This is an optimization exercise on Yosys and OpenROAD, whose aim is small area, a short achievable clock period and few clock cycles, not a production implementation. RTL that was checked went through simulation tests only; none was proved equivalent to the original. No activity file was given, so power comes from the tool's default toggle rates.

==> inputs of run a <==
==> flow/design.v (excerpt) <==
module cpu8080(addr,      
               data_in,   
               data_out,  
               readmem,   
               writemem,  
               intr,      
               inta,      
               reset,     
               clock);    
   output [15:0] addr;
   input  [7:0]  data_in;
   output [7:0]  data_out;
   output        readmem;
   output        writemem;
   input         intr;
   output        inta;
   input         reset;
   input         clock;
   localparam S_EX   = 3'd0;  
   localparam S_1    = 3'd1;
   localparam S_2    = 3'd2;
   localparam S_3    = 3'd3;
   localparam S_4    = 3'd4;
   localparam S_HALT = 3'd5;  
   localparam S_IA   = 3'd6;  
   localparam S_F0   = 3'd7;  
   reg    [7:0]  A, B, C, D, E, H, L;
   reg    [7:0]  W, Z;            
   reg    [15:0] SP, PC;
   reg    [7:0]  IR;
   reg    [2:0]  st;
   reg           fS, fZ, fAC, fP, fCY;
   reg           ei;
   wire   [2:0]  dd = IR[5:3];
   wire   [1:0]  rp = IR[5:4];
   wire   [15:0] WZ = {W, Z};
   wire g0 = IR[7:6] == 2'b00;
   wire g3 = IR[7:6] == 2'b11;
   wire i_hlt   = IR == 8'h76;
   wire i_lxi   = g0 && IR[3:0] == 4'h1;
   wire i_shld  = IR == 8'h22;
   wire i_lhld  = IR == 8'h2A;
   wire i_sta   = IR == 8'h32;
   wire i_lda   = IR == 8'h3A;
   wire i_incx  = g0 && IR[2:0] == 3'd3;   
   wire i_mvi   = g0 && IR[2:0] == 3'd6;
   wire i_daa   = IR == 8'h27;
   wire i_rcc   = g3 && IR[2:0] == 3'd0;
   wire i_pop   = g3 && IR[3:0] == 4'h1;
   wire i_ret   = IR == 8'hC9;
   wire i_pchl  = IR == 8'hE9;
   wire i_sphl  = IR == 8'hF9;
   wire i_jcc   = g3 && IR[2:0] == 3'd2;
   wire i_jmp   = IR == 8'hC3;
   wire i_xthl  = IR == 8'hE3;
   wire i_di    = IR == 8'hF3;
   wire i_ei    = IR == 8'hFB;
   wire i_ccc   = g3 && IR[2:0] == 3'd4;
   wire i_push  = g3 && IR[3:0] == 4'h5;
   wire i_call  = IR == 8'hCD;
  ...
Settings: LEC_CHECK=0, CAP_MARGIN=20, CORE_MARGIN=2, CORE_UTILIZATION=40, PLACE_DENSITY=0.6, SETUP_SLACK_MARGIN=3.15, SLEW_MARGIN=20; clock period 7.0 ns.
run.sh (not shown) runs the stock make flow with config.mk's settings and CLKGATE_MAP_FILE= SYNTH_SCRIPT=/design/flow/synth_recipe.tcl, a recipe that flattens the netlist after the stock synthesis.
==> inputs of run b, as changes to run a <==
--- a/flow/design.v
+++ b/flow/design.v
@@ -82,11 +82,11 @@
       case (st)
          S_F0: fin = 1'b1;
          S_IA: ia = 1'b1;
          S_HALT: ;
          S_EX: begin
-            if (i_hlt || i_dad || i_daa) ;
+            if (i_hlt || i_dad || i_daa || i_pchl) ;
             else if (i_movrm || i_alum || i_indm) begin rd = 1'b1; asel[P_HL] = 1'b1; end
             else if (i_movmr) begin wr = 1'b1; asel[P_HL] = 1'b1; dsel[ss] = 1'b1; end
             else if (i_alui || i_mvi || i_lxi || i_imm2) begin rd = 1'b1; asel[P_PC] = 1'b1; end
             else if (i_stax) begin wr = 1'b1; asel[P_DE] = ir[4]; asel[P_BC] = !ir[4]; dsel[Q_A] = 1'b1; end
             else if (i_ldax) begin rd = 1'b1; asel[P_DE] = ir[4]; asel[P_BC] = !ir[4]; end
@@ -121,22 +121,18 @@
             else if (i_xthl) begin wr = 1'b1; asel[P_SP] = 1'b1; dsel[Q_H] = 1'b1; end
             else fin = 1'b1;
          end
          default: fin = 1'b1;  
       endcase
-      if (fin) begin
-         rd = 1'b1;
-         asel = (st == S_EX && i_pchl) ? 7'd2 : 7'd1;    
-      end
+      if (fin) begin rd = 1'b1; asel = 7'd1; end
    end
    always @* begin
       isel = 5'b00001; idec = 1'b0;
       if (i_incx) begin
          isel = 5'b00000; isel[rp == 2'd3 ? 0 : rp + 1] = 1'b1;
          idec = ir[3];
       end else if (i_shld || i_lhld) isel = 5'b10000;
-      else if (i_pchl) isel = 5'b01000;
       else if (i_push || i_rst || i_callx) idec = 1'b1;
       else if (i_xthl) idec = st[1];
    end
    reg [2:0] aidx, bidx;
    reg       azero, bconst, bsp;
@@ -312,26 +308,25 @@
    wire ex     = st == S_EX;
    wire ei_eff = ei & ~(ex & i_di);
    wire take   = intr & ei_eff;
    reg  [2:0] st_n;
    always @* begin
-      if (fin) st_n = S_EX;
+      if (fin) st_n = take ? S_IA : S_EX;
       else case (st)
          S_EX:   st_n = i_hlt ? S_HALT : S_1;
          S_1:    st_n = S_2;
          S_2:    st_n = S_3;
          S_3:    st_n = S_4;
          S_HALT: st_n = (intr && ei) ? S_IA : S_HALT;
          S_IA:   st_n = S_EX;
          default: st_n = S_EX;
       endcase
    end
-   wire       go_ia = st == S_HALT & intr & ei;
+   wire       go_ia = (fin & take) | (st == S_HALT & intr & ei);
    wire       newi  = fin | (st == S_IA);
-   wire [2:0] st_a  = newi ? S_EX : (st == S_EX && i_hlt) ? S_HALT :
+   wire [2:0] st_a  = (st == S_EX && i_hlt) ? S_HALT :
                       st == S_HALT ? S_HALT : st + 3'd1;
-   wire [7:0] ir_n  = newi ? data_in : IR;
    wire       n_rd, n_wr, n_ia, n_fin;
    wire [6:0] n_asel;
    wire [10:0] n_dsel;
    wire [7:0] n_asrc;
    wire [10:0] n_bsrc;
@@ -342,32 +337,127 @@
    wire [7:0] n_wsel;
    wire       n_wdin, n_wrot;
    wire       n_fl_alu, n_fl_szpa, n_fl_cy8, n_fl_ac8, n_fl_pop, n_fl_rot,
               n_fl_stc, n_fl_cmc;
    wire       n_pairw, n_xchg, n_wload, n_wzinc;
-   wire       c_rd, c_wr, c_ia, c_fin;
-   wire [6:0] c_asel;
-   wire [10:0] c_dsel;
-   wire [7:0] c_wsel;
-   wire       c_fl_alu, c_fl_szpa, c_fl_cy8, c_fl_ac8, c_fl_pop, c_fl_rot,
-              c_fl_stc, c_fl_cmc;
-   wire       c_pairw, c_xchg, c_wload, c_wzinc;
-   cpu8080_ctl nxt(.st(st_a), .ir(ir_n), .cond(cond),
-                   .rd(c_rd), .wr(c_wr), .ia(c_ia), .fin(c_fin),
-                   .asel(c_asel), .dsel(c_dsel),
-                   .asrc(n_asrc), .bsrc(n_bsrc), .aop(n_aop), .bk(n_bk),
-                   .isel(n_isel), .idec(n_idec),
-                   .wsel(c_wsel), .wdin(n_wdin), .wrot(n_wrot),
-                   .fl_alu(c_fl_alu), .fl_szpa(c_fl_szpa), .fl_cy8(c_fl_cy8),
-                   .fl_ac8(c_fl_ac8), .fl_pop(c_fl_pop), .fl_rot(c_fl_rot),
-                   .fl_stc(c_fl_stc), .fl_cmc(c_fl_cmc),
-                   .pairw(c_pairw), .xchg(c_xchg), .wload(c_wload),
-                   .wzinc(c_wzinc));
+   wire x_rd, y_rd;
+   wire x_wr, y_wr;
+   wire x_ia, y_ia;
+   wire x_fin, y_fin;
+   wire [6:0] x_asel, y_asel;
+   wire [10:0] x_dsel, y_dsel;
+   wire [7:0] x_asrc, y_asrc;
+   wire [10:0] x_bsrc, y_bsrc;
+   wire [2:0] x_aop, y_aop;
+   wire [1:0] x_bk, y_bk;
+   wire [4:0] x_isel, y_isel;
+   wire x_idec, y_idec;
+   wire [7:0] x_wsel, y_wsel;
+   wire x_wdin, y_wdin;
+   wire x_wrot, y_wrot;
+   wire x_fl_alu, y_fl_alu;
+   wire x_fl_szpa, y_fl_szpa;
+   wire x_fl_cy8, y_fl_cy8;
+   wire x_fl_ac8, y_fl_ac8;
+   wire x_fl_pop, y_fl_pop;
+   wire x_fl_rot, y_fl_rot;
+   wire x_fl_stc, y_fl_stc;
+   wire x_fl_cmc, y_fl_cmc;
+   wire x_pairw, y_pairw;
+   wire x_xchg, y_xchg;
+   wire x_wload, y_wload;
+   wire x_wzinc, y_wzinc;
+   cpu8080_ctl ctl_x(.st(S_EX), .ir(data_in), .cond(cond),
+      .rd(x_rd),
+      .wr(x_wr),
+      .ia(x_ia),
+      .fin(x_fin),
+      .asel(x_asel),
+      .dsel(x_dsel),
+      .asrc(x_asrc),
+      .bsrc(x_bsrc),
+      .aop(x_aop),
+      .bk(x_bk),
+      .isel(x_isel),
+      .idec(x_idec),
+      .wsel(x_wsel),
+      .wdin(x_wdin),
+      .wrot(x_wrot),
+      .fl_alu(x_fl_alu),
+      .fl_szpa(x_fl_szpa),
+      .fl_cy8(x_fl_cy8),
+      .fl_ac8(x_fl_ac8),
+      .fl_pop(x_fl_pop),
+      .fl_rot(x_fl_rot),
+      .fl_stc(x_fl_stc),
+      .fl_cmc(x_fl_cmc),
+      .pairw(x_pairw),
+      .xchg(x_xchg),
+      .wload(x_wload),
+      .wzinc(x_wzinc));
+   cpu8080_ctl ctl_y(.st(st_a), .ir(IR), .cond(cond),
+      .rd(y_rd),
+      .wr(y_wr),
+      .ia(y_ia),
+      .fin(y_fin),
+      .asel(y_asel),
+      .dsel(y_dsel),
+      .asrc(y_asrc),
+      .bsrc(y_bsrc),
+      .aop(y_aop),
+      .bk(y_bk),
+      .isel(y_isel),
+      .idec(y_idec),
+      .wsel(y_wsel),
+      .wdin(y_wdin),
+      .wrot(y_wrot),
+      .fl_alu(y_fl_alu),
+      .fl_szpa(y_fl_szpa),
+      .fl_cy8(y_fl_cy8),
+      .fl_ac8(y_fl_ac8),
+      .fl_pop(y_fl_pop),
+      .fl_rot(y_fl_rot),
+      .fl_stc(y_fl_stc),
+      .fl_cmc(y_fl_cmc),
+      .pairw(y_pairw),
+      .xchg(y_xchg),
+      .wload(y_wload),
+      .wzinc(y_wzinc));
+   wire c_rd = newi ? x_rd : y_rd;
+   wire c_wr = newi ? x_wr : y_wr;
+   wire c_ia = newi ? x_ia : y_ia;
+   wire c_fin = newi ? x_fin : y_fin;
+   wire [6:0] c_asel = newi ? x_asel : y_asel;
+   wire [10:0] c_dsel = newi ? x_dsel : y_dsel;
+   wire [7:0] c_asrc = newi ? x_asrc : y_asrc;
+   wire [10:0] c_bsrc = newi ? x_bsrc : y_bsrc;
+   wire [2:0] c_aop = newi ? x_aop : y_aop;
+   wire [1:0] c_bk = newi ? x_bk : y_bk;
+   wire [4:0] c_isel = newi ? x_isel : y_isel;
+   wire c_idec = newi ? x_idec : y_idec;
+   wire [7:0] c_wsel = newi ? x_wsel : y_wsel;
+   wire c_wdin = newi ? x_wdin : y_wdin;
+   wire c_wrot = newi ? x_wrot : y_wrot;
+   wire c_fl_alu = newi ? x_fl_alu : y_fl_alu;
+   wire c_fl_szpa = newi ? x_fl_szpa : y_fl_szpa;
+   wire c_fl_cy8 = newi ? x_fl_cy8 : y_fl_cy8;
+   wire c_fl_ac8 = newi ? x_fl_ac8 : y_fl_ac8;
+   wire c_fl_pop = newi ? x_fl_pop : y_fl_pop;
+   wire c_fl_rot = newi ? x_fl_rot : y_fl_rot;
+   wire c_fl_stc = newi ? x_fl_stc : y_fl_stc;
+   wire c_fl_cmc = newi ? x_fl_cmc : y_fl_cmc;
+   wire c_pairw = newi ? x_pairw : y_pairw;
+   wire c_xchg = newi ? x_xchg : y_xchg;
+   wire c_wload = newi ? x_wload : y_wload;
+   wire c_wzinc = newi ? x_wzinc : y_wzinc;
    assign n_rd = c_rd & ~go_ia;
    assign n_wr = c_wr & ~go_ia;
    assign n_ia = c_ia | go_ia;
    assign n_fin = c_fin & ~go_ia;
+   assign n_asrc = c_asrc; assign n_bsrc = c_bsrc; assign n_aop = c_aop;
+   assign n_bk = c_bk; assign n_isel = c_isel; assign n_idec = c_idec;
+   assign n_wdin = c_wdin; assign n_wrot = c_wrot;
    assign n_asel = go_ia ? 7'd0 : c_asel;
    assign n_dsel = go_ia ? 11'd0 : c_dsel;
    assign n_wsel = go_ia ? 8'd0 : c_wsel;
    assign n_fl_alu = c_fl_alu & ~go_ia;
    assign n_fl_szpa = c_fl_szpa & ~go_ia;
@@ -496,13 +586,13 @@
                      ({8{dsel[2]}} & D) | ({8{dsel[3]}} & E) |
                      ({8{dsel[4]}} & H) | ({8{dsel[5]}} & L) |
                      ({8{dsel[6]}} & Z) | ({8{dsel[7]}} & A) |
                      ({8{dsel[8]}} & flagbyte) | ({8{dsel[9]}} & PC[7:0]) |
                      ({8{dsel[10]}} & PC[15:8]);
-   assign readmem  = rd & ~(fin & take);
+   assign readmem  = rd;
    assign writemem = wr;
-   assign inta     = ia | (fin & take);
+   assign inta     = ia;
    wire [7:0] wv = wdin ? data_in : wrot ? rres : ares;
    wire fl_szp = fl_alu | fl_szpa;
    wire fl_cya = fl_alu | fl_cy8;        
    wire fS_o  = fl_pop ? data_in[7] : fS;
    wire fZ_o  = fl_pop ? data_in[6] : fZ;
@@ -539,18 +629,21 @@
          PC <= 16'd0;
          ei <= 1'b1;
       end else begin
          st <= st_n;
          if (fin) begin
-            IR <= data_in;
-            PC <= (ex & i_pchl) ? idu : pcinc;
+            if (!take) begin
+               IR <= data_in;
+               PC <= pcinc;
+            end
             ei <= (ex & i_ei) | (ei_eff & ~take);
          end else case (st)
          S_EX: begin
             if (i_alui || i_mvi || i_lxi || i_imm2) PC <= pcinc;
             if (i_lxi && rp == 2'd3) SP[7:0] <= data_in;
             if (i_retx || i_pop || i_push || i_rst) SP <= idu;
+            if (i_pchl) PC <= {H, L};
          end
          S_1: begin
             if (i_lxi && rp == 2'd3) SP[15:8] <= data_in;
             if (i_lxi || i_shld || i_lhld || i_sta || i_lda || i_call || i_ccc ||
                 (i_jcc && !cond)) PC <= pcinc;
- SETUP_SLACK_MARGIN: 3.15 -> 3.0
==> inputs of run c, as changes to run a <==
--- a/flow/design.v
+++ b/flow/design.v
@@ -82,11 +82,11 @@
       case (st)
          S_F0: fin = 1'b1;
          S_IA: ia = 1'b1;
          S_HALT: ;
          S_EX: begin
-            if (i_hlt || i_dad || i_daa) ;
+            if (i_hlt || i_dad || i_daa || i_pchl) ;
             else if (i_movrm || i_alum || i_indm) begin rd = 1'b1; asel[P_HL] = 1'b1; end
             else if (i_movmr) begin wr = 1'b1; asel[P_HL] = 1'b1; dsel[ss] = 1'b1; end
             else if (i_alui || i_mvi || i_lxi || i_imm2) begin rd = 1'b1; asel[P_PC] = 1'b1; end
             else if (i_stax) begin wr = 1'b1; asel[P_DE] = ir[4]; asel[P_BC] = !ir[4]; dsel[Q_A] = 1'b1; end
             else if (i_ldax) begin rd = 1'b1; asel[P_DE] = ir[4]; asel[P_BC] = !ir[4]; end
@@ -121,22 +121,18 @@
             else if (i_xthl) begin wr = 1'b1; asel[P_SP] = 1'b1; dsel[Q_H] = 1'b1; end
             else fin = 1'b1;
          end
          default: fin = 1'b1;  
       endcase
-      if (fin) begin
-         rd = 1'b1;
-         asel = (st == S_EX && i_pchl) ? 7'd2 : 7'd1;    
-      end
+      if (fin) begin rd = 1'b1; asel = 7'd1; end
    end
    always @* begin
       isel = 5'b00001; idec = 1'b0;
       if (i_incx) begin
          isel = 5'b00000; isel[rp == 2'd3 ? 0 : rp + 1] = 1'b1;
          idec = ir[3];
       end else if (i_shld || i_lhld) isel = 5'b10000;
-      else if (i_pchl) isel = 5'b01000;
       else if (i_push || i_rst || i_callx) idec = 1'b1;
       else if (i_xthl) idec = st[1];
    end
    reg [2:0] aidx, bidx;
    reg       azero, bconst, bsp;
@@ -312,22 +308,22 @@
    wire ex     = st == S_EX;
    wire ei_eff = ei & ~(ex & i_di);
    wire take   = intr & ei_eff;
    reg  [2:0] st_n;
    always @* begin
-      if (fin) st_n = S_EX;
+      if (fin) st_n = take ? S_IA : S_EX;
       else case (st)
          S_EX:   st_n = i_hlt ? S_HALT : S_1;
          S_1:    st_n = S_2;
          S_2:    st_n = S_3;
          S_3:    st_n = S_4;
          S_HALT: st_n = (intr && ei) ? S_IA : S_HALT;
          S_IA:   st_n = S_EX;
          default: st_n = S_EX;
       endcase
    end
-   wire       go_ia = st == S_HALT & intr & ei;
+   wire       go_ia = (fin & take) | (st == S_HALT & intr & ei);
    wire       newi  = fin | (st == S_IA);
    wire [2:0] st_a  = newi ? S_EX : (st == S_EX && i_hlt) ? S_HALT :
                       st == S_HALT ? S_HALT : st + 3'd1;
    wire [7:0] ir_n  = newi ? data_in : IR;
    wire       n_rd, n_wr, n_ia, n_fin;
@@ -496,13 +492,13 @@
                      ({8{dsel[2]}} & D) | ({8{dsel[3]}} & E) |
                      ({8{dsel[4]}} & H) | ({8{dsel[5]}} & L) |
                      ({8{dsel[6]}} & Z) | ({8{dsel[7]}} & A) |
                      ({8{dsel[8]}} & flagbyte) | ({8{dsel[9]}} & PC[7:0]) |
                      ({8{dsel[10]}} & PC[15:8]);
-   assign readmem  = rd & ~(fin & take);
+   assign readmem  = rd;
    assign writemem = wr;
-   assign inta     = ia | (fin & take);
+   assign inta     = ia;
    wire [7:0] wv = wdin ? data_in : wrot ? rres : ares;
    wire fl_szp = fl_alu | fl_szpa;
    wire fl_cya = fl_alu | fl_cy8;        
    wire fS_o  = fl_pop ? data_in[7] : fS;
    wire fZ_o  = fl_pop ? data_in[6] : fZ;
@@ -539,18 +535,21 @@
          PC <= 16'd0;
          ei <= 1'b1;
       end else begin
          st <= st_n;
          if (fin) begin
-            IR <= data_in;
-            PC <= (ex & i_pchl) ? idu : pcinc;
+            if (!take) begin
+               IR <= data_in;
+               PC <= pcinc;
+            end
             ei <= (ex & i_ei) | (ei_eff & ~take);
          end else case (st)
          S_EX: begin
             if (i_alui || i_mvi || i_lxi || i_imm2) PC <= pcinc;
             if (i_lxi && rp == 2'd3) SP[7:0] <= data_in;
             if (i_retx || i_pop || i_push || i_rst) SP <= idu;
+            if (i_pchl) PC <= {H, L};
          end
          S_1: begin
             if (i_lxi && rp == 2'd3) SP[15:8] <= data_in;
             if (i_lxi || i_shld || i_lhld || i_sta || i_lda || i_call || i_ccc ||
                 (i_jcc && !cond)) PC <= pcinc;
- CAP_MARGIN: 20 -> 10
- SETUP_SLACK_MARGIN: 3.15 -> 3.0
- SLEW_MARGIN: 20 -> 10
==> summary.txt <==
Run c completed without violations. Run b passed the timing, design-rule and antenna checks. Run a produced a clean layout.
Synthesized cell count, lowest first: run c, run a, run b.
Against run b, the clock power of run c is lower by about 4%.
Via count: run b > run a > run c.
Clock skew, highest first: run a, run c, run b.
In run c the combinational power is smaller than in run a, by about 1%.
Setup slack: run a < run b < run c.
==> figures <==
metric	run c	run a	run b
Worst Slack Setup Final	3.02 ns	2.82 ns	3.00 ns
Mean routed wirelength per cell	31.4 um	34.1 um	34.8 um
Wire length on met3	9400 um	10,500 um	11,500 um
Post-cts sizing count	124	223	60
Number of tap cells added at floorplan	518	539	539
Startpoint of the worst setup timing path	reset	A[1]$_DFFE_PP_	data_in[1]
Outcome	timing/DRC/antenna clean	timing/DRC/antenna clean	timing/DRC/antenna clean
Worst Reg-to-Reg Cells	15	19	14
Ant diodes	1	0	2
Synthesized area per cell	7.79 um^2	7.87 um^2	7.66 um^2
Fraction of met1 tracks used by global routing	48.2%	51.9%	56.2%
Crit path capture	asel[1]$_SDFF_PP0_	D[7]$_DFF_P_	dsel[4]$_SDFF_PP0_
Total power divided by cell area	575 mW/mm^2	542 mW/mm^2	323 mW/mm^2
XOR/XNOR share of the synthesized area	4.15%	4.27%	3.46%
Testbench counts of run c, summed over its fixed seeds: cycles 103,935.
No functional check of the RTL was part of run a and run b.

-- separate check: timing with driven ports --
The results above use ideal ports. As a check the final layouts listed here were re-extracted and re-timed, cells and wires unchanged.
Step 1 (the two cells are an assumption about what drives the block):
set clk [get_ports {clock}]
set_driving_cell -lib_cell sky130_fd_sc_hd__clkbuf_16 $clk
set_driving_cell -lib_cell sky130_fd_sc_hd__buf_2 [delete_from_list [all_inputs] $clk]
Step 2 also shifts input and output timing later by t, the mid clock arrival at the registers, as if the neighbouring blocks saw the same clock.
Three values: ideal, step 1, step 2; two values: the first two.
run | t (ns) | slack for setup (ns) | latest minus earliest clock arrival (ns) | worst data-port slew with drivers (ns) | pins driven straight from the clock port
run a | 0.560 | 2.824 / 2.821 / 2.648 | 0.020 / 0.021 | 0.04 | 1
run b | 0.573 | 3.002 / 2.965 / 2.463 | 0.011 / 0.011 | 0.03 | 1
run c | 0.557 | 3.020 / 2.965 / 2.494 | 0.016 / 0.015 | 0.03 | 1
After both steps setup and hold are still met in every run listed. The setup slack of run b, which loses most, moves by -0.037 ns with the drivers and by -0.539 ns with both steps.
